What follows belongs to an exercise in optimizing a design on an open flow for small area; a production flow would make more cautious choices. At most, simulation tests tie the RTL to the original design; equivalence was not proved. For run 6, only the layout was checked, not whether the RTL still works. Power figures rest on the tool's default switching activity, not on a simulated workload.

===== design.v =====
module motor_controller (input clk, input reset, input dir, input on, input [15:0] period, input [15:0] duty_cycle, output [3:0] out);
  reg [16-1:0] duty_counter;
  reg dir_reg;
  always @(posedge clk)
  begin
    if (reset)
    begin
      duty_counter <= 0;
      dir_reg <= 1'b0;
    end
    else
    begin
      if (duty_counter == period)
        duty_counter <= 0;
      else
        duty_counter <= duty_counter + 1;
      dir_reg <= (on && duty_counter < duty_cycle) ? ~dir : dir;
    end
  end
  motor_internal mi(clk, reset, dir_reg, on, out);
endmodule
module motor_internal (input clk, input reset, input dir, input on, output reg [3:0] out);
  reg [3:0] out_reg;
  reg [9:0] dead_time_counter;
  reg [1:0] prev_in;
  always @(posedge clk)
  begin
    if (reset)
    begin
      dead_time_counter <= 75;
      out_reg <= 4'b0000;
      prev_in <= 2'b00;
      out <= 4'b0000;
    end
    else
    begin
      if ({dir, on} != prev_in)
        dead_time_counter <= 10'd0;
      if (dead_time_counter != 75)
        dead_time_counter <= dead_time_counter + 10'd1;
      casex ({dir, on})
        2'b00: out_reg <= 4'b0000;
        2'b10: out_reg <= 4'b1010;
        2'b11: out_reg <= 4'b1001;
        2'b01: out_reg <= 4'b0110;
      endcase
      prev_in <= {dir, on};
      out <= (dead_time_counter != 75) ? 4'd0 : out_reg;
    end
  end
endmodule
module slave_controller(input clk, input reset, input chipselect, input write, input [3:0]addr, input [31:0] writedata, output [23:0] GPIO_out);
  reg [11:0] in;
  reg [6*16-1:0] duty_cycle;
  reg [15:0] period;
  always @(posedge clk)
    if (reset)
    begin
      in <= 12'd0;
      duty_cycle <= 0;
      period <= 16'd0;
    end
    else if (chipselect & write)
    casex (addr)
      4'b0000:
        in[1:0] <= writedata[1:0];
      4'b0001:
        in[3:2] <= writedata[1:0];
      4'b0010:
        in[5:4] <= writedata[1:0];
      4'b0011:
        in[7:6] <= writedata[1:0];
      4'b0100:
        in[9:8] <= writedata[1:0];
      4'b0101:
        in[11:10] <= writedata[1:0];
      4'b1000:
        duty_cycle[16-1:0] <= writedata[16-1:0];
      4'b1001:
        duty_cycle[2*16-1:16] <= writedata[16-1:0];
      4'b1010:
        duty_cycle[3*16-1:2*16] <= writedata[16-1:0];
      4'b1011:
        duty_cycle[4*16-1:3*16] <= writedata[16-1:0];
      4'b1100:
        duty_cycle[5*16-1:4*16] <= writedata[16-1:0];
      4'b1101:
        duty_cycle[6*16-1:5*16] <= writedata[16-1:0];
      4'b1110:
        period <= writedata[15:0];
      default:
        ;  
    endcase
  generate
  genvar i;
    for (i=0; i<6; i=i+1)
      begin : motor_control_loop
        motor_controller mc(clk, reset, in[i*2 + 1], in[i*2], period, duty_cycle[(i+1)*16-1:i*16], GPIO_out[i*4+3:i*4]);
      end
  endgenerate
endmodule

===== run.sh =====
#!/bin/bash
# synth_recipe.tcl (not shown) runs the flow's synth.tcl, then flattens the netlist and writes it again
# the make line also repeats each setting of config.mk as NAME=value (left out here)
make -C /OpenROAD-flow-scripts/flow DESIGN_CONFIG=/design/flow/config.mk WORK_HOME=/design/flow/orfs CLKGATE_MAP_FILE= SYNTH_SCRIPT=/design/flow/synth_recipe.tcl finish

===== config.mk =====
export PLATFORM = sky130hd
export DESIGN_NAME = slave_controller
export DESIGN_NICKNAME = slave_controller
export VERILOG_FILES = /design/flow/design.v
export SDC_FILE = /design/flow/constraint.sdc
export NUM_CORES = 4
export LEC_CHECK = 0
export CAP_MARGIN = 20
export CORE_MARGIN = 2
export CORE_UTILIZATION = 40
export SLEW_MARGIN = 20

===== constraint.sdc =====
create_clock -name core_clock -period 4.0 [get_ports {clk}]
set_input_delay 0.8000 -clock core_clock [delete_from_list [all_inputs] [get_ports {clk}]]
set_output_delay 0.8000 -clock core_clock [all_outputs]
set_load 0.01 [all_outputs]

==> out/results.env, run 1 <==
DP_HPWL_UM=26590
DIE_WIDTH_UM=208.0
MOST_USED_DFF_POST_SYNTH='dfxtp_1'
CLOCK_TREE.BUFFER_DEPTH=3
DRT_ITER0_MARKERS=702
FINAL_SETUP_VIOLATING_ENDPOINTS=0
GRT_ANTENNA_BEFORE_REPAIR=0
SYNTH-WARNING-COUNT=3
FIN_WORST_SKEW_NS=0.01750
SYNTH.YOSYS.SEQ_AREA_SHARE_PCT=41.60
SYNTH-ASYNC-RESET-RATIO_PCT=0
WIRE_PER_INST_UM=15.69
CTS.CLK_SLEW.WORST_PATHS_NS=0.06
CRITICAL_PATH_CLASS='flip-flop to flip-flop'
TOTAL_POWER_mW=8.258
YOSYSMOSTFREQUENTCELL='dfxtp_1'
TRITONCTS='done'
TIME_THE_WORST_PATH_NEEDS_WITH_I_O_DELAYS_AND_SETUP_NS=2.462
SYNTH_TOP_CELL_BY_AREA='dfxtp_1'
WORST_R2R_STARTPOINT='motor_control_loop[2].mc.duty_counter[13]$_SDFF_PP0_'
LAYOUT_TOP_REGISTERS='duty_cycle (96), motor_control_loop.mc.duty_counter (96), motor_control_loop.mc.mi.dead_time_counter (60)'
ANTENNA_VIOLATING_NETS_POST_ROUTE=0
CORE.ROWCOUNT=74
CP_MAX_FO=5
CLK_LAT_WORST_SKEW_NS=0.54
ROUTE.VIAS.TOTAL=12470
POST_SYNTH_INST_COUNT=1859
LAYOUT-DRIVE-GT1-SHARE_PCT=4.727
FF2FF_PATH_DEPTH=6
R2R_SETUP_SLACK_NS=1.54
HOLD_VIOL_FINAL=0
HOLDBUFCOUNTCTS=0
MAX_CAP_VIOLATIONS=0
HEADROOM_TO_THE_MAX_SLEW_LIMIT_PCT=34.21
SYNTH_ENABLE_FLOP_CELLS=0
SETUP-TNS-FINAL_NS=0
GLOBAL_ROUTE.OVERFLOW_TOTAL=0
WORSTHOLDSTART='motor_control_loop[3].mc.mi.out_reg[0]$_SDFF_PP0_'
HOLDPATHSTAGES=1
CLOCK_TREE_ROOT_BUFFER_CELL='clkbuf_16'
HTREE_NUM_LEVELS=2
DIODES=0
STATIC_LEAKAGE_nW=7.914
GRT.TOTAL_USAGE_PCT=17.66
FIRST_GLOBAL_VIAS=11960
SYNTH.LIB_CELLS_USED.DISTINCT=44
POST_CTS.REPAIR.SETUP_BUFFERS=0
BUFFERS_ADDED_ON_PORTS=47
TRITONCTS_BUFFERS=39
HOLDPATHEND='motor_control_loop[3].mc.mi.out[0]$_SDFF_PP0_'
GRT_FIRST_PASS_WIRELENGTH_UM=61900
VIASPERCELL=5.074
CTS_SINKS=346
WORSTREG2REGEND='motor_control_loop[2].mc.dir_reg$_SDFF_PP0_'
SYNTHESIS.NETS=2030
RSZ_0062_RAISED_AFTER_GLOBAL_ROUTING='false'
SYNTHESIZED_AREA_FRACTION_OCCUPIED_BY_AO_OA_AOI_AND_OAI_CELLS_PCT=5.192
CTS.REPAIR.RESIZED=0
MAIN_COMBINATIONAL_CELL_FAMILY_BY_AREA_AFTER_SYNTHESIS='simple AND/OR/NAND/NOR gates'
FLOORPLAN.INITIALDENSITY_PCT=40.69
FMAX_MHz=406.1
POWER.IR.VDD_WORST_uV=334.6
STDCELL_COUNT=2457
SYNTHSIMPLEGATEAREAFRAC_PCT=20.29
AREAGROWTHSYNTHTOFINISH_PCT=13.50
WORST_PIN_SLEW_NS=0.9814
DIE_FOOTPRINT_UM2=43280
DETAIL_ROUTE.FIRST_PASS.ITERATIONS=5
MUXSHAREOFSYNTHAREA_PCT=5.816
MIN_PATH_TYPE='flip-flop to flip-flop'
START_KIND='flip-flop'
POSTSYNTHAREAPERCELL_UM2=8.958
PLACE_CONGESTION=0.8399
DP.CELLS=2386
ENDPOINT_KIND='flip-flop'
FINAL_NETS=2066
DIE-HEIGHT_UM=208.0
TIMING_MAX_TRANSITION_VIOLATIONS_FINAL=0
YOSYS_REGISTER_BITS=346
SYNTH.TOP_CELLS.BY_COUNT='dfxtp_1, nor2_1, xor2_1, inv_1, ha_1'
CORE_REGION_AREA_UM2=40920
SYNTH-ADDER-AREA-SHARE_PCT=9.843
MAPPEDNETLISTAREA_UM2=16650
OUTCOME='complete, no violations'
WORSTPATHREQUIRED_NS=4.43
ROUTED_WIRELENGTH_UM=38560
POWER_DENSITY_OVER_CELL_AREA_nW_PER_UM2=436.9
GRT_MAX_DEGREE=80
PIN_COUNT=64
POST_ROUTE_DRC_VIOLATION_COUNT=0
YS_TOP_CELLS_BY_AREA='dfxtp_1, ha_1, xor2_1'
POSTLAYOUTCOREUTIL_PCT=46.18
SYNTH_TOP_AREA_SHARE_PCT=41.60
ARRIVAL_NS=2.89
LAYOUT_WORST_PATH_CYCLE_SHARE_PCT=61.56
POST_SYNTH_XOR_XNOR_AREA_PCT=12.52
==> layout make-up <==
cell class	count	area (µm²)
fill	3997	22020
multi-input combinational	1317	8935
sequential	346	6927
clock buffer	51	1071
tap	532	665.6
timing repair buffer	58	566.8
inverter	133	499.2
clock inverter	20	236.5
==> placed cells by master (no fill, tap or decap), types with 3 or more instances in the layout <==
| cell type | instances |
|---|---|
| dfxtp_1 | 346 |
| nor2_1 | 296 |
| xor2_1 | 187 |
| inv_1 | 133 |
| ha_1 | 131 |
| nand2_1 | 115 |
| mux2i_1 | 90 |
| nand3_1 | 77 |
| a21oi_1 | 61 |
| xnor2_1 | 51 |
| clkdlybuf4s50_1 | 46 |
| nor4_1 | 44 |
| nand4_1 | 41 |
| clkbuf_16 | 39 |
| nor3_1 | 27 |
| and2_1 | 24 |
| nor2b_1 | 24 |
| and3_1 | 22 |
| o21ai_0 | 19 |
| or3_1 | 14 |
| o21bai_1 | 12 |
| a211o_1 | 12 |
| a21o_1 | 12 |
| a41o_1 | 11 |
| clkinv_2 | 10 |
| buf_4 | 10 |
| nand2b_1 | 9 |
| clkbuf_1 | 7 |
| and4_1 | 6 |
| a221oi_1 | 5 |
| mux2_2 | 5 |
| clkbuf_8 | 5 |
| bufinv_16 | 4 |
| or2_2 | 3 |
| nor2_2 | 3 |
| nor3b_1 | 3 |
| clkinv_4 | 3 |
==> layer usage <==
layer  part of all wire (%)  vias up  GRT usage (%)
met2                     45      264          28.66
met4                    2.5        0          5.405
met1                     48     5851          24.20
met5                      0        -              0
li1                       -     6282              -
met3                    5.1       69          2.642
==> worst max-delay path by stage <==
stage,to,slack (ns),start
CTS,motor_control_loop[1].mc.dir_reg$_SDFF_PP0_,1.54,motor_control_loop[1].mc.duty_counter[13]$_SDFF_PP0_
detailed placement,duty_cycle[64]$_SDFFE_PP0P_,1.21,addr[3]
global placement,duty_cycle[68]$_SDFFE_PP0P_,1.23,addr[3]
floorplan,duty_cycle[10]$_SDFFE_PP0P_,2.02,addr[2]
finish,motor_control_loop[2].mc.dir_reg$_SDFF_PP0_,1.54,motor_control_loop[2].mc.duty_counter[13]$_SDFF_PP0_
global route,motor_control_loop[2].mc.dir_reg$_SDFF_PP0_,1.42,motor_control_loop[2].mc.duty_counter[13]$_SDFF_PP0_
==> through the flow <==
stage | hold slack [ns] | cell area [µm²] | worst slack, ns
6_report | 0.4223 | 18900 | 1.538
3_3_place_gp | 0.4112 | 17590 | 1.228
3_5_place_dp | 0.4097 | 17590 | 1.212
2_1_floorplan | 0.4057 | 16650 | 2.024
4_1_cts | 0.4230 | 18900 | 1.537
5_1_grt | 0.4325 | 18900 | 1.422
==> power by group <==
group          internal (mW)  switching (mW)
Clock                   2.16            1.45
Combinational          0.367           0.535
Sequential              3.59           0.158
Total                   6.12            2.14
==> cell families (layout without fill, tap and decap cells) <==
family / Yosys count / count (layout)
xor gates and xnor gates: 238 / 238
AOI/OAI and AO/OA: 135 / 135
buffers and inverters: 196 / 262
and+or+nand+nor: 717 / 717
adders and majority gates: 131 / 131
DFF: 346 / 346
muxes: 96 / 96
==> worst max-delay path, stage by stage (launching register included) <==
cell and delay, ns:
dfxtp_1 0.46, ha_1 0.30, a21oi_1 0.14, o21ai_0 0.08, or3_1 0.32, nor4_1 0.65
mux2_2 0.41
==> run 2, diff against run 1 <==
==> design.v (replaced) <==
module motor_controller (input clk, input reset, input dir, input on, input [16-1:0] duty_counter, input [15:0] duty_cycle, output [3:0] out);
  reg dir_reg;
  always @(posedge clk)
    if (reset)
      dir_reg <= 1'b0;
    else
      dir_reg <= dir ^ (on && duty_counter < duty_cycle);
  motor_internal mi(clk, reset, dir_reg, on, out);
endmodule
module motor_internal (input clk, input reset, input dir, input on, output [3:0] out);
  localparam [6:0] START = 7'b1110010;
  localparam [6:0] REST  = 7'b1111111;
  reg [6:0] c;
  reg [1:0] prev_in;
  wire at_end = &c[5:0];
  wire change = {dir, on} != prev_in;
  always @(posedge clk)
  begin
    if (reset)
    begin
      c <= REST;
      prev_in <= 2'b00;
    end
    else if (at_end)
    begin
      c <= change ? START : REST;
    end
    else
    begin
      c <= {c[5:0], ~(c[6] ^ c[4])};
      prev_in <= {dir, on};
    end
  end
  wire show = (c == START) | (c == REST);
  wire d = prev_in[1];
  wire o = prev_in[0];
  assign out = show ? {d, ~d & o, d ^ o, d & o} : 4'b0000;
endmodule
module slave_controller(input clk, input reset, input chipselect, input write, input [3:0]addr, input [31:0] writedata, output [23:0] GPIO_out);
  reg [11:0] in;
  reg [6*16-1:0] duty_cycle;
  reg [15:0] period;
  reg [16-1:0] duty_counter;
  wire wen = chipselect & write;
  wire [15:0] wd = writedata[15:0] & {16{~reset}};
  integer k;
  always @(posedge clk)
  begin
    for (k = 0; k < 6; k = k + 1)
    begin
      if (reset | (wen & (addr == k)))
        in[2*k +: 2] <= wd[1:0];
      if (reset | (wen & (addr == k + 8)))
        duty_cycle[16*k +: 16] <= wd;
    end
    if (reset | (wen & (addr == 4'd14)))
      period <= wd;
  end
  always @(posedge clk)
    if (reset || duty_counter == period)
      duty_counter <= 0;
    else
      duty_counter <= duty_counter + 1'b1;
  generate
  genvar i;
    for (i=0; i<6; i=i+1)
      begin : motor_control_loop
        motor_controller mc(clk, reset, in[i*2 + 1], in[i*2], duty_counter, duty_cycle[(i+1)*16-1:i*16], GPIO_out[i*4+3:i*4]);
      end
  endgenerate
endmodule
==> run 2 against run 1 <==
  * Still clean on timing, DRC and antenna
  * Non-clock buffer count down 1
  * Combinational power up 7.8%
  * Clock power down 52%
  * Critical path depth down 2
  * Register-to-register slack worse by 0.39 ns
  * Power down 36%
  * Clock skew down 0.0058 ns
  * Via count down 51%
  * First-iteration DRC count down 47%
  * Critical path type is now flip-flop to primary output
  * Largest cell class is now sequential cells
  * Largest power group unchanged
==> out/results.env, run 2 <==
OUTCOME='complete, no violations'
SYNTH.LIB_CELLS_USED.DISTINCT=42
DIE_FOOTPRINT_UM2=25380
PLACE_CONGESTION=0.8083
ANTENNA_VIOLATING_NETS_POST_ROUTE=0
CORE_REGION_AREA_UM2=23540
MAPPEDNETLISTAREA_UM2=9649
VIASPERCELL=4.976
POST_ROUTE_DRC_VIOLATION_COUNT=0
HOLDPATHEND='motor_control_loop[0].mc.mi.c[1]$_SDFF_PP1_'
LARGEST_REGISTER_FFS=96
MIN_PATH_TYPE='flip-flop to flip-flop'
HEADROOM_TO_THE_MAX_SLEW_LIMIT_PCT=30.48
POST_CTS.REPAIR.SETUP_BUFFERS=0
WORST_PATH_LARGEST_CELL_DELAY_NS=0.54
WORSTHOLDSTART='motor_control_loop[0].mc.mi.c[0]$_SDFF_PP1_'
WORSTREG2REGEND='motor_control_loop[2].mc.dir_reg$_SDFF_PP0_'
GRT_FIRST_PASS_WIRELENGTH_UM=31690
DIODES=0
RSZ_0062_RAISED_AFTER_GLOBAL_ROUTING='false'
SYNTH.YOSYS.SEQ_AREA_SHARE_PCT=54.36
FINALINSTANCEAREA_UM2=11130
CTS.CLK_SLEW.WORST_PATHS_NS=0.07
HOLD_VIOL_FINAL=0
FINAL_NETS=1040
YOSYS_REGISTER_BITS=200
HOLDBUFCOUNTCTS=0
WORST_PIN_SLEW_NS=1.039
GRT_ANTENNA_BEFORE_REPAIR=0
PIN_COUNT=64
MOSTFREQUENTLAYOUTCELL='edfxtp_1'
POWER.IR.VDD_WORST_uV=228.3
WIRE_PER_INST_UM=16.60
HTREE_NUM_LEVELS=4
CLOCK_TREE.BUFFER_DEPTH=2
ENDPOINT_KIND='primary output'
DP_HPWL_UM=14560
DETAIL_ROUTE.FIRST_PASS.ITERATIONS=5
SYNTHESIS.NETS=981
AREAGROWTHSYNTHTOFINISH_PCT=15.35
CP_MAX_FO=4
FILLERS=2188
YS_TOP_CELLS_BY_AREA='edfxtp_1, dfxtp_1, ha_1'
LAYOUT-DRIVE-GT1-SHARE_PCT=9.121
ROUTE.VIAS.TOTAL=6115
HOLDPATHSTAGES=1
STATIC_LEAKAGE_nW=4.809
TRITONCTS_BUFFERS=17
WORSTPATHREQUIRED_NS=3.20
MET3ROUTEDLENGTH_UM=799
FIN_WORST_SKEW_NS=0.01169
TRITONCTS='done'
PLACED_AREA_UM2=10540
CPMAXSTAGEDELAYCELL='clkdlybuf4s50_1'
SYNTH_TOP_AREA_SHARE_PCT=38.59
FIRST_GLOBAL_VIAS=5739
ROUTEDLENGTHMET1_UM=9783
GRT_MAX_DEGREE=30
MULTI_INPUT_AREA_UM2=3973
FMAX_MHz=347.0
CORE.ROWCOUNT=56
GRT.TOTAL_USAGE_PCT=16.52
SEQCELLAREA_UM2=5245
LAYOUT_WORST_PATH_CYCLE_SHARE_PCT=72.04
DP.CELLS=1197
TIMING_MAX_TRANSITION_VIOLATIONS_FINAL=0
CRITICAL_PATH.CELL_CHAIN='or3_1 -> a21oi_1 -> nor2b_1 -> clkdlybuf4s50_1'
START_KIND='flip-flop'
YOSYSMOSTFREQUENTCELL='edfxtp_1'
SYNTH-WARNING-COUNT=3
POSTSYNTHAREAPERCELL_UM2=11.51
SYNTH_TOP_CELL_BY_AREA='edfxtp_1'
ARRIVAL_NS=2.08
REGISTERS.TOP_BY_FF_COUNT='duty_cycle'
FIN_WORST_HOLD_SLACK_NS=0.4584
CRITICAL_PATH_CLASS='flip-flop to primary output'
MOST_USED_DFF_POST_SYNTH='edfxtp_1'
DR.MAX_LAYER_USED='met4'
LAYOUT_TOP_REGISTERS='duty_cycle (96), motor_control_loop.mc.mi.c (42)'
DIE_WIDTH_UM=159.3
R2R_SETUP_SLACK_NS=1.15
SETUP-TNS-FINAL_NS=0
CLOCK_TREE_ROOT_BUFFER_CELL='clkbuf_16'
STDCELL_COUNT=1229
POWER_DENSITY_OVER_CELL_AREA_nW_PER_UM2=477.4
GLOBAL_ROUTE.OVERFLOW_TOTAL=0
TIMING.CRITICAL_PATH.FROM='motor_control_loop[5].mc.mi.c[0]$_SDFF_PP1_'
SYNTH.TOP_CELLS.BY_COUNT='edfxtp_1, ha_1, inv_1, dfxtp_1, nor2_1'
WORST_R2R_STARTPOINT='duty_counter[2]$_SDFF_PP0_'
FF2FF_PATH_DEPTH=6
POSTLAYOUTCOREUTIL_PCT=47.28
DETAILROUTE.WIRELENGTH.MET2_UM=9405
SYNTH-ASYNC-RESET-RATIO_PCT=0
POST_SYNTH_INST_COUNT=838
TIME_THE_WORST_PATH_NEEDS_WITH_I_O_DELAYS_AND_SETUP_NS=2.882
FLOORPLAN.INITIALDENSITY_PCT=40.99
MAX_CAP_VIOLATIONS=0
CTS_SINKS=200
FINAL_CELL_MIX='edfxtp_1, ha_1, inv_1'
SYNTH_ENABLE_FLOP_CELLS=124
DRT_ITER0_MARKERS=375
FINAL_SETUP_VIOLATING_ENDPOINTS=0
ROUTED_WIRELENGTH_UM=20410
BUFFERS_ADDED_ON_PORTS=47
CTS.REPAIR.RESIZED=0
CLK_LAT_WORST_SKEW_NS=0.44
DIE-HEIGHT_UM=159.3
## run 2: cell type report
| cell class | count | area share (%) |
|---|---|---|
| Sequential cell | 200 | 47.12 |
| Multi-Input combinational cell | 519 | 35.69 |
| Timing Repair Buffer | 57 | 4.856 |
| Clock buffer | 18 | 3.856 |
| Tap cell | 319 | 3.586 |
| Inverter | 102 | 3.440 |
| Clock inverter | 14 | 1.450 |
## run 2: logic make-up (layout without fill, tap and decap cells)
family          after synthesis  count (layout)  synth area share, %
mux                          12              12                1.323
compound gates              120             120                8.701
xor+xnor                     48              48                4.357
flops                       200             200                54.36
buf+inv                     119             191                4.785
fa+ha+maj                   103             103                13.36
simple gates                236             236                13.12
## run 2: worst max path at each step
stage,to,slack [ns]
2_1_floorplan,duty_cycle[0]$_DFFE_PP_,0.87
3_3_place_gp,motor_control_loop[2].mc.dir_reg$_SDFF_PP0_,1.24
3_5_place_dp,motor_control_loop[2].mc.dir_reg$_SDFF_PP0_,1.23
4_1_cts,GPIO_out[5],1.09
5_1_grt,GPIO_out[9],1.00
6_report,GPIO_out[21],1.12
## run 2: worst max-delay path: cells and delay by family, from the launching register on
kind / cells / cell delay (ns)
flip-flops: 1 / 0.32
AND/OR/NAND/NOR: 2 / 0.53
AO/OA/AOI/OAI: 1 / 0.25
buffers and inverters: 1 / 0.54
## run 2: where the power goes
part	internal [mW]	switching, mW	total (mW)
Combinational	0.472	0.498	0.971
Sequential	2.46	0.166	2.62
Clock	0.891	0.830	1.72
## run 2: routing by layer
metal	vias up	GRT usage [%]
met3	27	3.256
li1	3071	-
met1	2894	22.25
met5	-	0
met2	123	26.28
met4	0	6.570
## run 2: per-stage QoR
stage	setup WS, ns	total power [mW]
floorplan	0.8717	3.332
global placement	1.236	3.628
detailed placement	1.226	3.646
global route	1.001	5.599
CTS	1.094	5.370
finish	1.118	5.314
==> run 3, diff against run 2 <==
--- a/design.v
+++ b/design.v
@@ -1,10 +1,19 @@
 module motor_controller (input clk, input reset, input dir, input on, input [16-1:0] duty_counter, input [15:0] duty_cycle, output [3:0] out);
   reg dir_reg;
+  function less;
+    input [15:0] a, b;
+    integer k;
+    begin
+      less = 1'b0;
+      for (k = 0; k < 16; k = k + 1)
+        less = (b[k] & ~a[k]) | ((b[k] | ~a[k]) & less);
+    end
+  endfunction
   always @(posedge clk)
     if (reset)
       dir_reg <= 1'b0;
     else
-      dir_reg <= dir ^ (on && duty_counter < duty_cycle);
+      dir_reg <= dir ^ (on & less(duty_counter, duty_cycle));
   motor_internal mi(clk, reset, dir_reg, on, out);
 endmodule
 module motor_internal (input clk, input reset, input dir, input on, output [3:0] out);
--- a/config.mk
+++ b/config.mk
@@ -8,4 +8,5 @@
 export CAP_MARGIN = 20
 export CORE_MARGIN = 2
 export CORE_UTILIZATION = 40
+export CTS_BUF_LIST = sky130_fd_sc_hd__clkbuf_8
 export SLEW_MARGIN = 20
==> run 3 against run 2 <==
  * Critical path depth up 6
  * Worst hold slack improved by 0.0088 ns
  * Area after synthesis fell by 7.1%
  * Utilization down 0.85 points
  * Largest cell class unchanged
==> out/results.env, run 3 <==
GRT_MAX_DEGREE=65
START_KIND='flip-flop'
WORSTPATHREQUIRED_NS=4.37
WIRE_PER_INST_UM=16.99
TIMING_MAX_TRANSITION_VIOLATIONS_FINAL=0
DIODES=0
TRITONCTS='done'
LARGEST_REGISTER_FFS=96
FINAL_CELL_MIX='edfxtp_1, dfxtp_1, nor2_1'
DETAIL_ROUTE.FIRST_PASS.ITERATIONS=5
LAYOUT-DRIVE-GT1-SHARE_PCT=11.93
SYNTHESIS.NETS=830
HTREE_NUM_LEVELS=4
MOST_USED_DFF_POST_SYNTH='edfxtp_1'
CORE.ROWCOUNT=54
HEADROOM_TO_THE_MAX_SLEW_LIMIT_PCT=38.32
GRT.TOTAL_USAGE_PCT=16.44
CP.BUFFERS_INVERTERS=0
DRT_ITER0_MARKERS=342
OUTCOME='complete, no violations'
POWER.IR.VDD_WORST_uV=254.3
FMAX_MHz=333.9
SYNTH_TOP_AREA_SHARE_PCT=41.53
HOLDBUFCOUNTCTS=0
HOLD_VIOL_FINAL=0
GLOBAL_ROUTE.OVERFLOW_TOTAL=0
FINAL_SETUP_VIOLATING_ENDPOINTS=0
WORST_PATH_LARGEST_CELL_DELAY_NS=0.60
SYNTH.YOSYS.SEQ_AREA_SHARE_PCT=58.50
CLOCK_TREE.BUFFER_DEPTH=2
POST_SYNTH_INST_COUNT=777
MOSTFREQUENTLAYOUTCELL='edfxtp_1'
YOSYS_REGISTER_BITS=200
CLOCK_TREE_ROOT_BUFFER_CELL='clkbuf_8'
FINAL_NETS=878
PLACED_AREA_UM2=9699
CPMAXSTAGEDELAYCELL='dfxtp_1'
AREAGROWTHSYNTHTOFINISH_PCT=13.35
FIRST_GLOBAL_VIAS=5506
STATIC_LEAKAGE_nW=3.647
WORST_PIN_SLEW_NS=0.9232
POWER_DENSITY_OVER_CELL_AREA_nW_PER_UM2=497.9
R2R_SETUP_SLACK_NS=1.00
SYNTH-WARNING-COUNT=3
SYNTH_TOP_CELL_BY_AREA='edfxtp_1'
YS_TOP_CELLS_BY_AREA='edfxtp_1, dfxtp_1, nor2b_1'
PIN_COUNT=64
FIN_WORST_SKEW_NS=0.01816
YOSYSMOSTFREQUENTCELL='edfxtp_1'
GRT_FIRST_PASS_WIRELENGTH_UM=30160
CTS_SINKS=200
REGISTERS.TOP_BY_FF_COUNT='duty_cycle'
RSZ_0062_RAISED_AFTER_GLOBAL_ROUTING='false'
CLK_LAT_WORST_SKEW_NS=0.48
DP_HPWL_UM=12980
FINALINSTANCEAREA_UM2=10160
MAPPEDNETLISTAREA_UM2=8966
MIN_PATH_TYPE='flip-flop to flip-flop'
POST_ROUTE_DRC_VIOLATION_COUNT=0
TIMING.CRITICAL_PATH.MAX_DELAY_FAMILY='compound AO/OA/AOI/OAI gates'
ARRIVAL_NS=3.37
VIASPERCELL=5.197
SETUP-TNS-FINAL_NS=0
POST_CTS.REPAIR.SETUP_BUFFERS=0
CTS.REPAIR.RESIZED=0
POSTSYNTHAREAPERCELL_UM2=11.54
CRITICAL_PATH_CLASS='flip-flop to flip-flop'
GRT_ANTENNA_BEFORE_REPAIR=0
ANTENNA_VIOLATING_NETS_POST_ROUTE=0
LAYOUT_TOP_REGISTERS='duty_cycle (96), motor_control_loop.mc.mi.c (42)'
SYNTH.TOP_CELLS.BY_COUNT='edfxtp_1, dfxtp_1, nor2_1, nor2b_1, inv_1'
BUFFERS_ADDED_ON_PORTS=47
SYNTH_ENABLE_FLOP_CELLS=124
SYNTH.LIB_CELLS_USED.DISTINCT=66
ROUTE.VIAS.TOTAL=5810
CRITICAL_PATH.CELL_CHAIN='nor2b_1 -> maj3_2 -> maj3_2 -> maj3_1 -> a21oi_1 -> a221o_1 -> a21oi_1 -> a2111oi_2 -> o311ai_1 -> o41ai_1'
CP_MAX_FO=11
TRITONCTS_BUFFERS=17
FLOORPLAN.INITIALDENSITY_PCT=40.96
TIME_THE_WORST_PATH_NEEDS_WITH_I_O_DELAYS_AND_SETUP_NS=2.995
ROUTED_WIRELENGTH_UM=19000
CORE_REGION_AREA_UM2=21890
CTS.CLK_SLEW.WORST_PATHS_NS=0.10
SYNTH-ASYNC-RESET-RATIO_PCT=0
ENDPOINT_KIND='flip-flop'
DIE-HEIGHT_UM=153.7
MAX_CAP_VIOLATIONS=0
DIE_WIDTH_UM=153.7
DIE_FOOTPRINT_UM2=23630
PLACE_CONGESTION=0.7817
LAYOUT_WORST_PATH_CYCLE_SHARE_PCT=74.88
==> run 3: cell types whose count changed after synthesis, sizes merged, moves of 9 or more <==
| cell | change |
|---|---|
| a211oi | -12 |
| maj3 | +30 |
| nor2b | +18 |
| ha | -90 |
| inv | -64 |
| and4 | -10 |
| o22ai | +11 |
| xor2 | +9 |
| clkbuf | +11 |
==> run 3: final timing paths <==
path	startpoint	to	cells after the start
min	motor_control_loop[2].mc.mi.c[0]$_SDFF_PP1_	motor_control_loop[2].mc.mi.c[1]$_SDFF_PP1_	1
min reg2reg	motor_control_loop[2].mc.mi.c[0]$_SDFF_PP1_	motor_control_loop[2].mc.mi.c[1]$_SDFF_PP1_	1
max	duty_counter[0]$_SDFF_PP0_	motor_control_loop[1].mc.dir_reg$_SDFF_PP0_	10
max reg2reg	duty_counter[0]$_SDFF_PP0_	motor_control_loop[1].mc.dir_reg$_SDFF_PP0_	10
==> run 3: per-stage QoR <==
stage	hold WS, ns	util (%)	instances	setup slack [ns]	power [mW]
final	0.4672	46.43	1118	1.005	5.061
after global routing	0.5027	46.43	1118	0.7551	5.339
after CTS	0.4715	46.43	1118	0.9866	5.100
after detailed placement	0.4491	44.31	1086	1.023	3.623
after global placement	0.4429	44.31	1086	1.032	3.611
after floorplan	0.4332	-	777	0.8717	3.331
==> run 3: area by class of cell <==
| type | count | area (µm²) |
|---|---|---|
| timing repair buffer | 59 | 555.5 |
| sequential | 200 | 5245 |
| fill | 2053 | 11730 |
| tap | 280 | 350.3 |
| clock inverter | 15 | 230.2 |
| multi-input combinational | 507 | 3398 |
| clock buffer | 17 | 234.0 |
| inverter | 40 | 150.1 |
==> run 3: cells by family after synthesis <==
group / synth area share, %
simple gates: 16.27
fa+ha+maj: 5.261
xor+xnor: 4.884
buf+inv: 3.935
mux: 0.7954
flops: 58.50
compound gates: 10.35
==> run 3: routing by layer <==
layer	vias up	track usage [%]	share of wire, %
li1	2883	-	-
met4	0	4.806	1.5
met5	-	0	0
met3	19	3.495	4.0
met2	125	24.99	44
met1	2783	23.74	50
==> run 3: report_power, final <==
group,switching (mW),internal (mW)
clock network,0.760,0.729
logic,0.467,0.463
registers,0.181,2.46
total,1.41,3.65
==> run 4, diff against run 3 <==
--- a/config.mk
+++ b/config.mk
@@ -8,5 +8,4 @@
 export CAP_MARGIN = 20
 export CORE_MARGIN = 2
 export CORE_UTILIZATION = 40
-export CTS_BUF_LIST = sky130_fd_sc_hd__clkbuf_8
 export SLEW_MARGIN = 20
==> run 4 against run 3 <==
  * Synthesized cell count stayed put
  * First-iteration DRC count rose by 5.6%
  * Sequential cell count unchanged
  * Critical path type unchanged
  * Power is 6.3% higher
  * Highest routed layer unchanged
  * Critical endpoint unchanged
==> out/results.env, run 4 <==
OUTCOME='complete, no violations'
WORST_PIN_SLEW_NS=0.9760
GRT_ANTENNA_BEFORE_REPAIR=0
AREAGROWTHSYNTHTOFINISH_PCT=15.27
POSTSYNTHAREAPERCELL_UM2=11.54
TIME_THE_WORST_PATH_NEEDS_WITH_I_O_DELAYS_AND_SETUP_NS=3.033
PLACE_CONGESTION=0.7817
TIMING.CRITICAL_PATH.MAX_DELAY_FAMILY='compound AO/OA/AOI/OAI gates'
LAYOUT_WORST_PATH_CYCLE_SHARE_PCT=75.82
FINALINSTANCEAREA_UM2=10330
DP.CELLS=1086
FILLERS=2014
ARRIVAL_NS=3.36
RSZ_0062_RAISED_AFTER_GLOBAL_ROUTING='false'
MOST_USED_DFF_POST_SYNTH='edfxtp_1'
SYNTH_ENABLE_FLOP_CELLS=124
WORSTPATHREQUIRED_NS=4.33
POST_ROUTE_DRC_VIOLATION_COUNT=0
DRT_ITER0_MARKERS=361
ENDPOINT_KIND='flip-flop'
CTS_SINKS=200
FINAL_CELL_MIX='edfxtp_1, dfxtp_1, nor2_1'
SYNTHESIS.NETS=830
FINAL_NETS=878
POWER_DENSITY_OVER_CELL_AREA_nW_PER_UM2=520.5
START_KIND='flip-flop'
CP.BUFFERS_INVERTERS=0
REGISTERS.TOP_BY_FF_COUNT='duty_cycle'
CTS.CLK_SLEW.WORST_PATHS_NS=0.07
FIN_WORST_SKEW_NS=0.01189
FF2FF_PATH_DEPTH=10
YS_TOP_CELLS_BY_AREA='edfxtp_1, dfxtp_1, nor2b_1'
LAYOUT-DRIVE-GT1-SHARE_PCT=11.93
HTREE_NUM_LEVELS=4
TRITONCTS_BUFFERS=17
LARGEST_REGISTER_FFS=96
SYNTH.LIB_CELLS_USED.DISTINCT=66
WORST_PATH_LARGEST_CELL_DELAY_NS=0.59
POST_SYNTH_INST_COUNT=777
CLOCK_TREE.BUFFER_DEPTH=2
GRT_FIRST_PASS_WIRELENGTH_UM=30440
ROUTE.VIAS.TOTAL=5808
DP_HPWL_UM=12980
POSTLAYOUTCOREUTIL_PCT=47.21
DIE_WIDTH_UM=153.7
FLOORPLAN.INITIALDENSITY_PCT=40.96
CPMAXSTAGEDELAYCELL='dfxtp_1'
FMAX_MHz=329.7
CORE_REGION_AREA_UM2=21890
PLACED_AREA_UM2=9699
CLOCK_TREE_ROOT_BUFFER_CELL='clkbuf_16'
FIRST_GLOBAL_VIAS=5584
SYNTH-WARNING-COUNT=3
TIMING_MAX_TRANSITION_VIOLATIONS_FINAL=0
YOSYSMOSTFREQUENTCELL='edfxtp_1'
STDCELL_COUNT=1118
HOLDPATHSTAGES=1
ANTENNA_VIOLATING_NETS_POST_ROUTE=0
CLK_LAT_WORST_SKEW_NS=0.44
POWER.IR.VDD_WORST_uV=234.5
WORSTHOLDSTART='motor_control_loop[2].mc.mi.c[0]$_SDFF_PP1_'
SETUP-TNS-FINAL_NS=0
CORE.ROWCOUNT=54
SYNTH_TOP_AREA_SHARE_PCT=41.53
PIN_COUNT=64
SYNTH_TOP_CELL_BY_AREA='edfxtp_1'
HOLD_VIOL_FINAL=0
DIE_FOOTPRINT_UM2=23630
CRITICAL_PATH.CELL_CHAIN='nor2b_1 -> maj3_2 -> maj3_2 -> maj3_1 -> a21oi_1 -> a221o_1 -> a21oi_1 -> a2111oi_2 -> o311ai_1 -> o41ai_1'
CP_MAX_FO=11
CTS.REPAIR.RESIZED=0
TRITONCTS='done'
SYNTH-ASYNC-RESET-RATIO_PCT=0
DETAIL_ROUTE.FIRST_PASS.ITERATIONS=5
YOSYS_REGISTER_BITS=200
STATIC_LEAKAGE_nW=3.727
WIRE_PER_INST_UM=17.06
HOLDPATHEND='motor_control_loop[2].mc.mi.c[1]$_SDFF_PP1_'
MOSTFREQUENTLAYOUTCELL='edfxtp_1'
FINAL_SETUP_VIOLATING_ENDPOINTS=0
BUFFERS_ADDED_ON_PORTS=47
CRITICAL_PATH_CLASS='flip-flop to flip-flop'
FIN_WORST_HOLD_SLACK_NS=0.4641
WORSTREG2REGEND='motor_control_loop[1].mc.dir_reg$_SDFF_PP0_'
MIN_PATH_TYPE='flip-flop to flip-flop'
R2R_SETUP_SLACK_NS=0.97
HEADROOM_TO_THE_MAX_SLEW_LIMIT_PCT=34.80
MAPPEDNETLISTAREA_UM2=8966
DIE-HEIGHT_UM=153.7
WORST_R2R_STARTPOINT='duty_counter[0]$_SDFF_PP0_'
HOLDBUFCOUNTCTS=0
LAYOUT_TOP_REGISTERS='duty_cycle (96), motor_control_loop.mc.mi.c (42)'
GRT.TOTAL_USAGE_PCT=16.66
GLOBAL_ROUTE.OVERFLOW_TOTAL=0
POST_CTS.REPAIR.SETUP_BUFFERS=0
ROUTED_WIRELENGTH_UM=19080
GRT_MAX_DEGREE=65
VIASPERCELL=5.195
MAX_CAP_VIOLATIONS=0
SYNTH.YOSYS.SEQ_AREA_SHARE_PCT=58.50
DIODES=0
SYNTH.TOP_CELLS.BY_COUNT='edfxtp_1, dfxtp_1, nor2_1, nor2b_1, inv_1'
-- run 4: stage by stage --
stage                     power (mW)  setup slack, ns
after floorplan                3.331           0.8717
after global placement         3.611            1.032
after detailed placement       3.623            1.023
after CTS                      5.430           0.9887
after global routing           5.667           0.7635
final                          5.379           0.9673
-- run 4: layout make-up --
cell class | count | area, µm² | share of cell area (%)
Inverter | 40 | 150.1 | 1.453
Clock buffer | 21 | 525.5 | 5.085
Sequential cell | 200 | 5245 | 50.75
Timing Repair Buffer | 59 | 555.5 | 5.375
Multi-Input combinational cell | 507 | 3398 | 32.88
Tap cell | 280 | 350.3 | 3.390
Clock inverter | 11 | 110.1 | 1.065
-- run 4: power breakdown --
group / switching [mW] / internal, mW
registers: 0.180 / 2.46
logic: 0.468 / 0.463
clock network: 0.810 / 0.996
-- run 4: how the worst max path moves through the flow --
| stage | start | depth (start not counted) | slack [ns] | end |
|---|---|---|---|---|
| floorplan | addr[2] | 2 | 0.87 | duty_cycle[0]$_DFFE_PP_ |
| global placement | duty_counter[0]$_SDFF_PP0_ | 10 | 1.03 | motor_control_loop[2].mc.dir_reg$_SDFF_PP0_ |
| detailed placement | duty_counter[3]$_SDFF_PP0_ | 10 | 1.02 | motor_control_loop[2].mc.dir_reg$_SDFF_PP0_ |
| CTS | duty_counter[0]$_SDFF_PP0_ | 10 | 0.99 | motor_control_loop[1].mc.dir_reg$_SDFF_PP0_ |
| global route | duty_counter[3]$_SDFF_PP0_ | 10 | 0.76 | motor_control_loop[2].mc.dir_reg$_SDFF_PP0_ |
| finish | duty_counter[0]$_SDFF_PP0_ | 10 | 0.97 | motor_control_loop[1].mc.dir_reg$_SDFF_PP0_ |
-- run 4: kinds of logic (layout without fill, tap and decap cells) --
| group | Yosys count | after routing | synth area share [%] |
|---|---|---|---|
| mux | 7 | 7 | 0.7954 |
| fa+ha+maj | 43 | 43 | 5.261 |
| simple gates | 274 | 274 | 16.27 |
| xor+xnor | 50 | 50 | 4.884 |
| compound gates | 133 | 133 | 10.35 |
| buf+inv | 70 | 131 | 3.935 |
| flops | 200 | 200 | 58.50 |
-- run 4: worst reg2reg max path: stages, from the launching register on --
cell and delay, ns:
dfxtp_1 0.59, nor2b_1 0.11, maj3_2 0.33, maj3_2 0.31, maj3_1 0.42, a21oi_1 0.24
a221o_1 0.20, a21oi_1 0.14, a2111oi_2 0.29, o311ai_1 0.17, o41ai_1 0.12
-- run 4: layer usage --
metal	global-route usage (%)	part of all wire, %	vias up
li1	-	-	2888
met3	3.382	4.5	17
met1	23.62	49	2782
met4	6.029	1.4	0
met5	0	0	-
met2	25.38	45	121
==> run 5, diff against run 4 <==
==> flow/run.sh (new file) <==
#!/bin/bash
# Layout flow: the standard synthesis, then the combinational logic is
# mapped again for area (flip-flops untouched), then the standard layout steps.
set -euo pipefail
W=$(pwd)
F=$W/flow
R=$W/orfs/results/$FLOW_PLATFORM/slave_controller/base
L=$W/orfs/logs/$FLOW_PLATFORM/slave_controller/base

bash standard.sh synth > $W/synth.log 2>&1

cp $R/1_2_yosys.v $W/std_netlist.v
export REMAP_LIB=$(ls $FLOW_HOME/platforms/$FLOW_PLATFORM/lib/sky130_fd_sc_hd__tt_025C_1v80.lib)
export REMAP_DONTUSE="$(grep -o '\-dont_use [^ ]*' $L/1_2_yosys.log | sort -u | tr '\n' ' ')"
export REMAP_IN=$W/std_netlist.v
export REMAP_OUT=$W/remap_netlist.v
export REMAP_SCRIPT=$F/area.abc
export REMAP_D=3000
yosys -c $F/remap.tcl > $W/remap.log 2>&1
cp $W/remap_netlist.v $R/1_2_yosys.v
rm -f $R/1_synth.odb $R/1_synth.sdc

bash standard.sh finish "BUFFER_PORTS_ARGS=-buffer_cell sky130_fd_sc_hd__buf_1" \
  "CTS_ARGS=-sink_clustering_enable -repair_clock_nets -buf_list sky130_fd_sc_hd__clkbuf_8 -dont_use_dummy_load" > $W/layout.log 2>&1
==> flow/area.abc (new file) <==
strash; dc2; dch -f; map -a {D}; topo; stime
==> flow/remap.tcl (new file) <==
# Re-map the combinational logic of a mapped netlist for area, keeping every
# flip-flop instance (name, cell type, connections) as it is.
# env: REMAP_IN, REMAP_OUT, REMAP_LIB, REMAP_SCRIPT (abc script), REMAP_D (abc -D)
yosys read_liberty -ignore_miss_func $::env(REMAP_LIB)
# keep sequential cells as black boxes
foreach m {dfxtp dfxbp edfxtp edfxbp dfrtp dfrbp dfstp dfbbp dfsbp sdfxtp sdfxbp sedfxtp dlxtp dlxbp dlxtn dlrtp dlclkp sdlclkp dfrtn sdfrtp sdfstp sdfbbp sdfrbp sdfsbp sedfxbp dlrbp dlrbn dlrtn dlxbn} {
  catch { yosys blackbox sky130_fd_sc_hd__${m}_* }
}
yosys read_verilog -overwrite $::env(REMAP_IN)
yosys hierarchy -top slave_controller
yosys flatten
yosys opt -purge
yosys stat
yosys abc -liberty $::env(REMAP_LIB) -script $::env(REMAP_SCRIPT) -D $::env(REMAP_D) {*}$::env(REMAP_DONTUSE)
yosys opt_clean -purge
yosys setundef -zero
yosys hilomap -singleton -hicell sky130_fd_sc_hd__conb_1 HI -locell sky130_fd_sc_hd__conb_1 LO
yosys insbuf -buf sky130_fd_sc_hd__buf_4 A X
yosys splitnets
yosys opt_clean -purge
yosys tee -o $::env(REMAP_OUT).stat stat -liberty $::env(REMAP_LIB)
yosys write_verilog -noattr -nohex -nodec $::env(REMAP_OUT)
==> standard.sh (new file) <==
#!/bin/bash
# synth_recipe.tcl (not shown) runs the flow's synth.tcl, then flattens the netlist and writes it again
# the make line also repeats each setting of config.mk as NAME=value (left out here)
make -C /OpenROAD-flow-scripts/flow DESIGN_CONFIG=/design/flow/config.mk WORK_HOME=/design/flow/orfs CLKGATE_MAP_FILE= SYNTH_SCRIPT=/design/flow/synth_recipe.tcl "${@:-finish}"
removed: run.sh
==> run 5 against run 4 <==
  * Sequential cell count unchanged
  * Count of clock-buffer cells in the layout down 4
  * Design area down 12%
  * Still clean on timing, DRC and antenna
  * Wire length down 6.7%
  * Utilization down 2.3 points
  * Global-route usage up 0.64 points
==> out/results.env, run 5 <==
CLK_LAT_WORST_SKEW_NS=0.47
POST_CTS.REPAIR.SETUP_BUFFERS=0
START_KIND='flip-flop'
NETSWITCHINGPOWER_mW=1.448
HOLD_VIOL_FINAL=0
WIRE_PER_INST_UM=15.64
ANTENNA_VIOLATING_NETS_POST_ROUTE=0
CORE_REGION_AREA_UM2=20170
FMAX_MHz=315.3
DETAIL_ROUTE.FIRST_PASS.ITERATIONS=4
HOLDBUFCOUNTCTS=0
FF2FF_PATH_DEPTH=18
LAYOUT-DRIVE-GT1-SHARE_PCT=5.300
FINAL_NETS=910
FLOORPLAN.INITIALDENSITY_PCT=40.74
FIN_WORST_SKEW_NS=0.04170
TRITONCTS='done'
SYNTH-WARNING-COUNT=3
CORE.ROWCOUNT=52
PIN_COUNT=64
WORST_PATH_LARGEST_CELL_DELAY_NS=0.38
TRITONCTS_BUFFERS=17
TIMING.CRITICAL_PATH.FROM='duty_counter[1]$_SDFF_PP0_'
WORSTHOLDSTART='motor_control_loop[4].mc.mi.c[5]$_SDFF_PP1_'
LAYOUT_WORST_PATH_CYCLE_SHARE_PCT=79.29
POST_SYNTH_INST_COUNT=792
MAX_CAP_VIOLATIONS=0
DIE-HEIGHT_UM=147.3
POWER_FRAC_COMB_PCT=21.8
WORSTPATHREQUIRED_NS=4.38
POST_ROUTE_DRC_VIOLATION_COUNT=0
GLOBAL_ROUTE.OVERFLOW_TOTAL=0
POWER_DENSITY_OVER_CELL_AREA_nW_PER_UM2=517.6
REGISTERS.TOP_BY_FF_COUNT='duty_cycle'
FINAL_CELL_MIX='clkinv_1, edfxtp_1, nor2_1'
P_INT_mW=3.245
MIN_PATH_TYPE='flip-flop to flip-flop'
POWER_FRAC_SEQ_PCT=57.4
HOLDPATHSTAGES=1
OUTCOME='complete, no violations'
WORST_R2R_STARTPOINT='duty_counter[1]$_SDFF_PP0_'
ARRIVAL_NS=3.55
WORST_PIN_SLEW_NS=0.9712
DIE_FOOTPRINT_UM2=21710
FIRST_GLOBAL_VIAS=5721
MAPPEDNETLISTAREA_UM2=8218
DP_HPWL_UM=12880
CTS_SINKS=200
POWER.IR.VDD_WORST_uV=274.7
CTS.REPAIR.RESIZED=0
GRT_MAX_DEGREE=21
GRT.TOTAL_USAGE_PCT=17.29
CLOCKPOWERSHARE_PCT=20.8
AREAGROWTHSYNTHTOFINISH_PCT=10.32
ROUTED_WIRELENGTH_UM=17800
SYNTHESIS.NETS=832
SETUP-TNS-FINAL_NS=0
ROUTE.VIAS.TOTAL=5887
CRITICAL_PATH_CLASS='flip-flop to flip-flop'
PLACE_CONGESTION=0.8094
LAYOUT_TOP_REGISTERS='duty_cycle (96), motor_control_loop.mc.mi.c (42)'
CTS.CLK_SLEW.WORST_PATHS_NS=0.12
DIE_WIDTH_UM=147.3
TIMING_MAX_TRANSITION_VIOLATIONS_FINAL=0
LARGEST_REGISTER_FFS=96
RSZ_0062_RAISED_AFTER_GLOBAL_ROUTING='false'
DIODES=0
FINAL_SETUP_VIOLATING_ENDPOINTS=0
CRITICAL_PATH.CELL_CHAIN='clkinv_1 -> nor2_1 -> nand2_1 -> nor2_1 -> nand2_1 -> nor2_1 -> nand2_1 -> nor2_1 -> nand2_1 -> nor2_1 -> nand2_1 -> nor2_1 -> nand2_1 -> nor2_1 -> nand2_1 -> clkinv_1 -> nor2_1 -> nor3_1'
GRT_ANTENNA_BEFORE_REPAIR=0
POSTSYNTHAREAPERCELL_UM2=10.38
HTREE_NUM_LEVELS=4
VIASPERCELL=5.173
GRT_FIRST_PASS_WIRELENGTH_UM=28950
CPMAXSTAGEDELAYCELL='dfxtp_1'
POWER.SWITCHING_FRACTION_PCT=30.85
CLOCK_TREE_ROOT_BUFFER_CELL='clkbuf_8'
FIN_WORST_HOLD_SLACK_NS=0.4220
CELL_TYPE_WITH_THE_HIGHEST_OCCURRENCE_COUNT_ON_THE_CRITICAL_PATH='nor2_1'
DRT_ITER0_MARKERS=396
CP_MAX_FO=13
STATIC_LEAKAGE_nW=3.076
TIME_THE_WORST_PATH_NEEDS_WITH_I_O_DELAYS_AND_SETUP_NS=3.172
CLOCK_TREE.BUFFER_DEPTH=2
BUFFERS_ADDED_ON_PORTS=47
MOSTFREQUENTLAYOUTCELL='clkinv_1'
ENDPOINT_KIND='flip-flop'
HEADROOM_TO_THE_MAX_SLEW_LIMIT_PCT=35.01
[run 5: metrics by stage]
| step | power, mW | util, % | std cells | area (µm²) | setup WS (ns) |
|---|---|---|---|---|---|
| finish | 4.693 | 44.95 | 1138 | 9066 | 0.8284 |
| global route | 5.008 | 44.95 | 1138 | 9066 | 0.1893 |
| CTS | 4.731 | 44.95 | 1138 | 9066 | 0.8366 |
| detailed placement | 3.769 | 43.79 | 1121 | 8832 | 0.8642 |
| global placement | 3.746 | 43.79 | 1121 | 8832 | 0.9049 |
| floorplan | 3.470 | - | 792 | 8218 | 1.392 |
[run 5: layer usage]
layer | vias up | track usage, % | wire (µm)
li1 | 2965 | - | -
met1 | 2824 | 23.36 | 8530
met2 | 86 | 28.88 | 8555
met3 | 12 | 3.571 | 553
met4 | 0 | 3.942 | 160
met5 | - | 0 | 0
[run 5: worst max-delay path: cells and delay by family (launching register included)]
kind / cells / cell delay [ns]
flops: 1 / 0.38
simple gates: 16 / 2.34
buf+inv: 2 / 0.38
[run 5: layout make-up]
cell class              instances  area [µm²]
fillers                      1976       11100
repair buffers                 59       267.8
multi-input cells             466        2509
clock buffers                  17       234.0
well taps                     270       337.8
inverters                     126       473.0
flip-flops and latches        200        5245
[run 5: final timing paths]
| path | to | slack (ns) |
|---|---|---|
| worst min-delay path | motor_control_loop[4].mc.mi.c[6]$_SDFF_PP1_ | 0.42 |
| worst min register to register | motor_control_loop[4].mc.mi.c[6]$_SDFF_PP1_ | 0.42 |
| worst max register to register | duty_counter[15]$_SDFF_PP0_ | 0.83 |
| worst max-delay path | duty_counter[15]$_SDFF_PP0_ | 0.83 |
[run 5: power by group through the flow]
stage | sequential, mW | combinational (mW) | clock, mW
detailed placement | 2.74 | 1.03 | 0
CTS | 2.69 | 1.03 | 1.00
finish | 2.69 | 1.02 | 0.977
global placement | 2.73 | 1.01 | 0
floorplan | 2.69 | 0.779 | 0
global route | 2.73 | 1.20 | 1.08
==> run 6, diff against run 5 <==
--- a/design.v
+++ b/design.v
@@ -17,11 +17,11 @@
   motor_internal mi(clk, reset, dir_reg, on, out);
 endmodule
 module motor_internal (input clk, input reset, input dir, input on, output [3:0] out);
-  localparam [6:0] START = 7'b1110010;
-  localparam [6:0] REST  = 7'b1111111;
+  localparam [6:0] START = 7'b0001101;
+  localparam [6:0] REST  = 7'b0000000;
   reg [6:0] c;
   reg [1:0] prev_in;
-  wire at_end = &c[5:0];
+  wire at_end = ~|c[5:0];
   wire change = {dir, on} != prev_in;
   always @(posedge clk)
   begin
@@ -36,7 +36,7 @@
     end
     else
     begin
-      c <= {c[5:0], ~(c[6] ^ c[4])};
+      c <= {c[5:0], c[6] ^ c[4]};
       prev_in <= {dir, on};
     end
   end
--- a/config.mk
+++ b/config.mk
@@ -5,7 +5,7 @@
 export SDC_FILE = /design/flow/constraint.sdc
 export NUM_CORES = 4
 export LEC_CHECK = 0
-export CAP_MARGIN = 20
+export CAP_MARGIN = 0
 export CORE_MARGIN = 2
 export CORE_UTILIZATION = 40
-export SLEW_MARGIN = 20
+export SLEW_MARGIN = 0
==> run 6 against run 5 <==
  * Register-to-register slack barely moved
  * Final cell count rose by 0.79%
  * Via count rose by 0.36%
  * Combinational power fell by 5%
  * Highest routed layer unchanged
  * Die area fell by 0.16%
  * Sequential share of layout area rose by 0.21 points
  * Worst hold slack got worse by 0.026 ns
  * Still clean
==> out/results.env, run 6 <==
FIN_WORST_HOLD_SLACK_NS=0.3963
MAPPEDNETLISTAREA_UM2=8204
DETAIL_ROUTE.FIRST_PASS.ITERATIONS=5
HEADROOM_TO_THE_MAX_SLEW_LIMIT_PCT=19.58
MOSTFREQUENTLAYOUTCELL='clkinv_1'
CLOCK_TREE.BUFFER_DEPTH=2
FINALINSTANCEAREA_UM2=9034
LARGEST_REGISTER_FFS=96
PLACED_AREA_UM2=8800
WORSTREG2REGEND='duty_counter[15]$_SDFF_PP0_'
TIMING.CRITICAL_PATH.FROM='duty_counter[1]$_SDFF_PP0_'
PIN_COUNT=64
CRITICAL_PATH_CLASS='flip-flop to flip-flop'
WORST_PIN_SLEW_NS=1.198
MIN_PATH_TYPE='flip-flop to flip-flop'
WIRE_PER_INST_UM=15.75
CLK_LAT_WORST_SKEW_NS=0.46
CTS_SINKS=200
DIE_WIDTH_UM=147.2
SETUP-TNS-FINAL_NS=0
CLOCK_TREE_ROOT_BUFFER_CELL='clkbuf_8'
TOTAL_POWER_mW=4.617
POWER_DENSITY_OVER_CELL_AREA_nW_PER_UM2=511.1
TIMING_MAX_TRANSITION_VIOLATIONS_FINAL=0
CTS.CLK_SLEW.WORST_PATHS_NS=0.10
MAX_CAP_VIOLATIONS=0
HOLDBUFCOUNTCTS=0
ENDPOINT_KIND='flip-flop'
HTREE_NUM_LEVELS=4
FF2FF_PATH_DEPTH=17
CPMAXSTAGEDELAYCELL='dfxtp_1'
DIE-HEIGHT_UM=147.2
LAYOUT_TOP_REGISTERS='duty_cycle (96), motor_control_loop.mc.mi.c (42)'
R2R_SETUP_SLACK_NS=0.83
GRT_MAX_DEGREE=36
STATIC_LEAKAGE_nW=3.081
FIN_WORST_SKEW_NS=0.02214
OUTCOME='complete, no violations'
ROUTE.VIAS.TOTAL=5908
AREAGROWTHSYNTHTOFINISH_PCT=10.11
DIE_FOOTPRINT_UM2=21670
CP_MAX_FO=13
WORSTPATHREQUIRED_NS=4.29
CORE.ROWCOUNT=52
CORE_REGION_AREA_UM2=20170
VIASPERCELL=5.151
LAYOUT-DRIVE-GT1-SHARE_PCT=3.877
WORST_R2R_STARTPOINT='duty_counter[1]$_SDFF_PP0_'
POST_ROUTE_DRC_VIOLATION_COUNT=0
STDCELL_COUNT=1147
SYNTHESIS.NETS=844
SYNTH-WARNING-COUNT=3
POST_SYNTH_INST_COUNT=804
FIRST_GLOBAL_VIAS=5443
POSTSYNTHAREAPERCELL_UM2=10.20
CELL_TYPE_WITH_THE_HIGHEST_OCCURRENCE_COUNT_ON_THE_CRITICAL_PATH='nor2_1'
FLOORPLAN.INITIALDENSITY_PCT=40.68
GLOBAL_ROUTE.OVERFLOW_TOTAL=0
DRT_ITER0_MARKERS=490
POST_CTS.REPAIR.SETUP_BUFFERS=0
TRITONCTS_BUFFERS=17
CRITICAL_PATH.CELL_CHAIN='clkinv_1 -> nor2_1 -> nand2_1 -> nor2_1 -> nand2_1 -> nor2_1 -> nand2_1 -> nor2_1 -> nand2_1 -> nor2_1 -> nand2_1 -> nor2_1 -> nand2_1 -> nor2_1 -> nand2_1 -> nor2_1 -> nor3_1'
TIME_THE_WORST_PATH_NEEDS_WITH_I_O_DELAYS_AND_SETUP_NS=3.174
RSZ_0062_RAISED_AFTER_GLOBAL_ROUTING='false'
ARRIVAL_NS=3.47
FINAL_SETUP_VIOLATING_ENDPOINTS=0
PLACEMENT.SETUP.WORST_SLACK_NS=0.8680
WORST_SETUP_PATH_ENDPOINT='duty_counter[15]$_SDFF_PP0_'
LAYOUT_WORST_PATH_CYCLE_SHARE_PCT=79.36
FILLERS=1969
GRT.TOTAL_USAGE_PCT=17.21
POWER.IR.VDD_WORST_uV=244.9
HOLD_VIOL_FINAL=0
TRITONCTS='done'
ANTENNA_VIOLATING_NETS_POST_ROUTE=0
FINAL_CELL_MIX='clkinv_1, edfxtp_1, nor2_1'
CP.BUFFERS_INVERTERS=1
FINALWORSTSETUPSLACK_NS=0.8258
START_KIND='flip-flop'
REGISTERS.TOP_BY_FF_COUNT='duty_cycle'
WORST_PATH_LARGEST_CELL_DELAY_NS=0.38
PLACE_CONGESTION=0.7956
FINAL_NETS=919
ROUTED_WIRELENGTH_UM=18070
POSTLAYOUTCOREUTIL_PCT=44.79
CTS.REPAIR.RESIZED=0
GRT_FIRST_PASS_WIRELENGTH_UM=28920
FMAX_MHz=315.0
TIMING.CRITICAL_PATH.MAX_DELAY_FAMILY='simple AND/OR/NAND/NOR gates'
DIODES=0
CRITICAL_PATH_DEPTH=17
BUFFERS_ADDED_ON_PORTS=47
DP.CELLS=1130
GRT_ANTENNA_BEFORE_REPAIR=0
DP_HPWL_UM=12700
==> run 6: cell type report <==
| class | instances | area (µm²) | area share (%) |
|---|---|---|---|
| sequential | 200 | 5245 | 58.06 |
| clock buffer | 17 | 234.0 | 2.590 |
| multi-input combinational | 474 | 2484 | 27.49 |
| tap | 270 | 337.8 | 3.740 |
| inverter | 130 | 488.0 | 5.402 |
| timing repair buffer | 56 | 245.2 | 2.715 |
==> run 6: worst min-delay path by stage <==
stage,start,slack (ns),to,depth (start not counted)
finish,motor_control_loop[5].mc.mi.c[5]$_SDFF_PP0_,0.40,motor_control_loop[5].mc.mi.c[6]$_SDFF_PP0_,2
global route,motor_control_loop[5].mc.mi.c[5]$_SDFF_PP0_,0.42,motor_control_loop[5].mc.mi.c[6]$_SDFF_PP0_,2
CTS,motor_control_loop[5].mc.mi.c[5]$_SDFF_PP0_,0.41,motor_control_loop[5].mc.mi.c[6]$_SDFF_PP0_,2
detailed placement,motor_control_loop[3].mc.mi.c[5]$_SDFF_PP0_,0.41,motor_control_loop[3].mc.mi.c[6]$_SDFF_PP0_,2
global placement,motor_control_loop[5].mc.mi.c[5]$_SDFF_PP0_,0.41,motor_control_loop[5].mc.mi.c[6]$_SDFF_PP0_,2
floorplan,motor_control_loop[0].mc.mi.c[5]$_SDFF_PP0_,0.40,motor_control_loop[0].mc.mi.c[6]$_SDFF_PP0_,2
==> run 6: worst min-delay path: stages (launching register included) <==
cell and delay, ns:
dfxtp_1 0.32, clkinv_1 0.04, nor2_1 0.03
==> run 6: report_power, final <==
group          internal [mW]  switching [mW]
logic                  0.332           0.642
registers               2.49           0.181
clock network          0.377           0.595
total                   3.20            1.42
==> run 6: metal layers <==
metal  vias up  GRT usage (%)  share of wire (%)
li1       3018              -                  -
met1      2778          25.41                 51
met2       101          26.14                 44
met3        11          3.696                4.0
met4         0          3.894               0.85
met5         -              0                  0
==> run 7, diff against run 6 <==
--- a/design.v
+++ b/design.v
@@ -17,11 +17,11 @@
   motor_internal mi(clk, reset, dir_reg, on, out);
 endmodule
 module motor_internal (input clk, input reset, input dir, input on, output [3:0] out);
-  localparam [6:0] START = 7'b0001101;
-  localparam [6:0] REST  = 7'b0000000;
+  localparam [6:0] START = 7'b1110010;
+  localparam [6:0] REST  = 7'b1111111;
   reg [6:0] c;
   reg [1:0] prev_in;
-  wire at_end = ~|c[5:0];
+  wire at_end = &c[5:0];
   wire change = {dir, on} != prev_in;
   always @(posedge clk)
   begin
@@ -36,7 +36,7 @@
     end
     else
     begin
-      c <= {c[5:0], c[6] ^ c[4]};
+      c <= {c[5:0], ~(c[6] ^ c[4])};
       prev_in <= {dir, on};
     end
   end
--- a/flow/run.sh
+++ b/flow/run.sh
@@ -20,5 +20,4 @@
 cp $W/remap_netlist.v $R/1_2_yosys.v
 rm -f $R/1_synth.odb $R/1_synth.sdc
 
-bash standard.sh finish "BUFFER_PORTS_ARGS=-buffer_cell sky130_fd_sc_hd__buf_1" \
-  "CTS_ARGS=-sink_clustering_enable -repair_clock_nets -buf_list sky130_fd_sc_hd__clkbuf_8 -dont_use_dummy_load" > $W/layout.log 2>&1
+bash standard.sh finish "BUFFER_PORTS_ARGS=-buffer_cell sky130_fd_sc_hd__buf_1" > $W/layout.log 2>&1
--- a/config.mk
+++ b/config.mk
@@ -5,7 +5,7 @@
 export SDC_FILE = /design/flow/constraint.sdc
 export NUM_CORES = 4
 export LEC_CHECK = 0
-export CAP_MARGIN = 0
+export CAP_MARGIN = 20
 export CORE_MARGIN = 2
 export CORE_UTILIZATION = 40
-export SLEW_MARGIN = 0
+export SLEW_MARGIN = 20
==> run 7 against run 6 <==
  * Still clean on timing, DRC and antenna
  * Power grew 17%
  * Global-route usage grew 0.33 points
  * Sequential share of layout area shrank 2.3 points
  * Worst setup slack gained 0.0015 ns
  * Register-to-register slack is essentially flat
  * Sequential cell count is the same
  * Area after synthesis grew 0.17%
  * First-iteration DRC count shrank 0.61%
  * Utilization grew 1.9 points
  * Synthesized cell count shrank 1.5%
  * Clock power grew 73%
  * Design area grew 4.2%
  * Critical path type unchanged
  * Critical endpoint unchanged
==> out/results.env, run 7 <==
OUTCOME='complete, no violations'
PIN_COUNT=64
WORST_PIN_SLEW_NS=1.041
TRITONCTS='done'
BUFFERS_ADDED_ON_PORTS=47
GRT_MAX_DEGREE=21
ROUTE.VIAS.TOTAL=5989
WIRE_PER_INST_UM=15.59
TIMING_MAX_TRANSITION_VIOLATIONS_FINAL=0
WORSTREG2REGEND='duty_counter[15]$_SDFF_PP0_'
POST_ROUTE_DRC_VIOLATION_COUNT=0
STATIC_LEAKAGE_nW=3.239
ENDPOINT_KIND='flip-flop'
TIME_THE_WORST_PATH_NEEDS_WITH_I_O_DELAYS_AND_SETUP_NS=3.173
RSZ_0062_RAISED_AFTER_GLOBAL_ROUTING='false'
CTS.REPAIR.RESIZED=0
START_KIND='flip-flop'
AREAGROWTHSYNTHTOFINISH_PCT=14.54
FIN_WORST_SKEW_NS=0.009892
HOLDBUFCOUNTCTS=0
WORSTHOLDSTART='in[3]$_DFFE_PP_'
FILLERS=1922
HOLDPATHSTAGES=1
DIE_WIDTH_UM=147.3
CORE.ROWCOUNT=52
ANTENNA_VIOLATING_NETS_POST_ROUTE=0
DETAIL_ROUTE.FIRST_PASS.ITERATIONS=7
MIN_PATH_TYPE='flip-flop to flip-flop'
LAYOUT-DRIVE-GT1-SHARE_PCT=6.795
DP.CELLS=1121
LAYOUT_TOP_REGISTERS='duty_cycle (96), motor_control_loop.mc.mi.c (42)'
DIE_FOOTPRINT_UM2=21710
MAPPEDNETLISTAREA_UM2=8218
POWER.IR.VDD_WORST_uV=307.6
FMAX_MHz=315.2
MULTI_INPUT_AREA_UM2=2509
POST_CTS.REPAIR.SETUP_BUFFERS=0
PLACED_AREA_UM2=8832
DP_HPWL_UM=12880
GRT_FIRST_PASS_WIRELENGTH_UM=29240
GLOBAL_ROUTE.OVERFLOW_TOTAL=0
CORE_REGION_AREA_UM2=20170
POST_SYNTH_INST_COUNT=792
GRT.TOTAL_USAGE_PCT=17.54
POSTSYNTHAREAPERCELL_UM2=10.38
CTS.CLK_SLEW.WORST_PATHS_NS=0.07
SYNTHESIS.NETS=832
SYNTH-WARNING-COUNT=3
ROUTED_WIRELENGTH_UM=17970
HOLDPATHEND='motor_control_loop[1].mc.dir_reg$_SDFF_PP0_'
FLOORPLAN.INITIALDENSITY_PCT=40.74
DIODES=0
POSTLAYOUTCOREUTIL_PCT=46.67
FF2FF_PATH_DEPTH=18
ARRIVAL_NS=3.54
SEQCELLAREA_UM2=5245
CTS_SINKS=200
POWER_DENSITY_OVER_CELL_AREA_nW_PER_UM2=573.4
HEADROOM_TO_THE_MAX_SLEW_LIMIT_PCT=30.36
FINALINSTANCEAREA_UM2=9413
SETUP-TNS-FINAL_NS=0
CLOCK_TREE_ROOT_BUFFER_CELL='clkbuf_16'
WORSTPATHREQUIRED_NS=4.37
VIASPERCELL=5.194
REGISTERS.TOP_BY_FF_COUNT='duty_cycle'
MOSTFREQUENTLAYOUTCELL='clkinv_1'
DIE-HEIGHT_UM=147.3
HTREE_NUM_LEVELS=4
GRT_ANTENNA_BEFORE_REPAIR=0
FINAL_CELL_MIX='clkinv_1, edfxtp_1, nor2_1'
TRITONCTS_BUFFERS=17
FINAL_SETUP_VIOLATING_ENDPOINTS=0
CP_MAX_FO=13
STDCELL_COUNT=1153
TIMING.CRITICAL_PATH.FROM='duty_counter[1]$_SDFF_PP0_'
CRITICAL_PATH_CLASS='flip-flop to flip-flop'
FIRST_GLOBAL_VIAS=5786
CLOCK_TREE.BUFFER_DEPTH=2
LAYOUT_WORST_PATH_CYCLE_SHARE_PCT=79.32
R2R_SETUP_SLACK_NS=0.83
FINAL_NETS=910
CLK_LAT_WORST_SKEW_NS=0.44
WORST_R2R_STARTPOINT='duty_counter[1]$_SDFF_PP0_'
PLACE_CONGESTION=0.8094
HOLD_VIOL_FINAL=0
DRT_ITER0_MARKERS=487
MAX_CAP_VIOLATIONS=0
LARGEST_REGISTER_FFS=96
==> run 7: worst max path at each step <==
stage                                       end  slack, ns  depth (start not counted)
floorplan               duty_cycle[0]$_DFFE_PP_       1.39                          4
global route        duty_counter[15]$_SDFF_PP0_       0.20                         18
finish              duty_counter[15]$_SDFF_PP0_       0.83                         18
CTS                 duty_counter[15]$_SDFF_PP0_       0.82                         18
detailed placement  duty_counter[15]$_SDFF_PP0_       0.86                         18
global placement    duty_counter[15]$_SDFF_PP0_       0.90                         18
==> run 7: area by class of cell <==
class	instances	area share [%]
Sequential cell	200	55.72
Multi-Input combinational cell	466	26.65
Clock inverter	13	1.343
Tap cell	270	3.589
Timing Repair Buffer	59	2.845
Inverter	126	5.025
Clock buffer	19	4.825
==> run 7: worst max-delay path, cell delays in order, from the launching register on <==
cell and delay, ns:
dfxtp_1 0.37, clkinv_1 0.30, nor2_1 0.31, nand2_1 0.11
nor2_1 0.22, nand2_1 0.12, nor2_1 0.18, nand2_1 0.10
nor2_1 0.21, nand2_1 0.11, nor2_1 0.18, nand2_1 0.10
nor2_1 0.18, nand2_1 0.10, nor2_1 0.18, nand2_1 0.10
clkinv_1 0.07, nor2_1 0.04, nor3_1 0.12
==> run 7: routing by layer <==
layer	up-vias	part of all wire (%)	routed length [µm]	GRT usage [%]
li1	2993	-	-	-
met1	2869	46	8341	23.37
met2	113	48	8704	29.23
met3	14	4.0	710	3.758
met4	0	1.2	217	4.663
met5	-	0	0	0
==> run 7: through the flow <==
stage          total power [mW]  hold WS [ns]  worst slack, ns
2_1_floorplan             3.470        0.4150            1.392
3_3_place_gp              3.746        0.4276           0.9049
3_5_place_dp              3.769        0.4302           0.8642
4_1_cts                   5.439        0.4440           0.8154
5_1_grt                   5.727        0.4500           0.2042
6_report                  5.397        0.4403           0.8273
==> run 7: report_power, final <==
group / internal (mW) / switching (mW)
combinational: 0.364 / 0.659
clock: 0.864 / 0.814
sequential: 2.50 / 0.191
total: 3.73 / 1.66
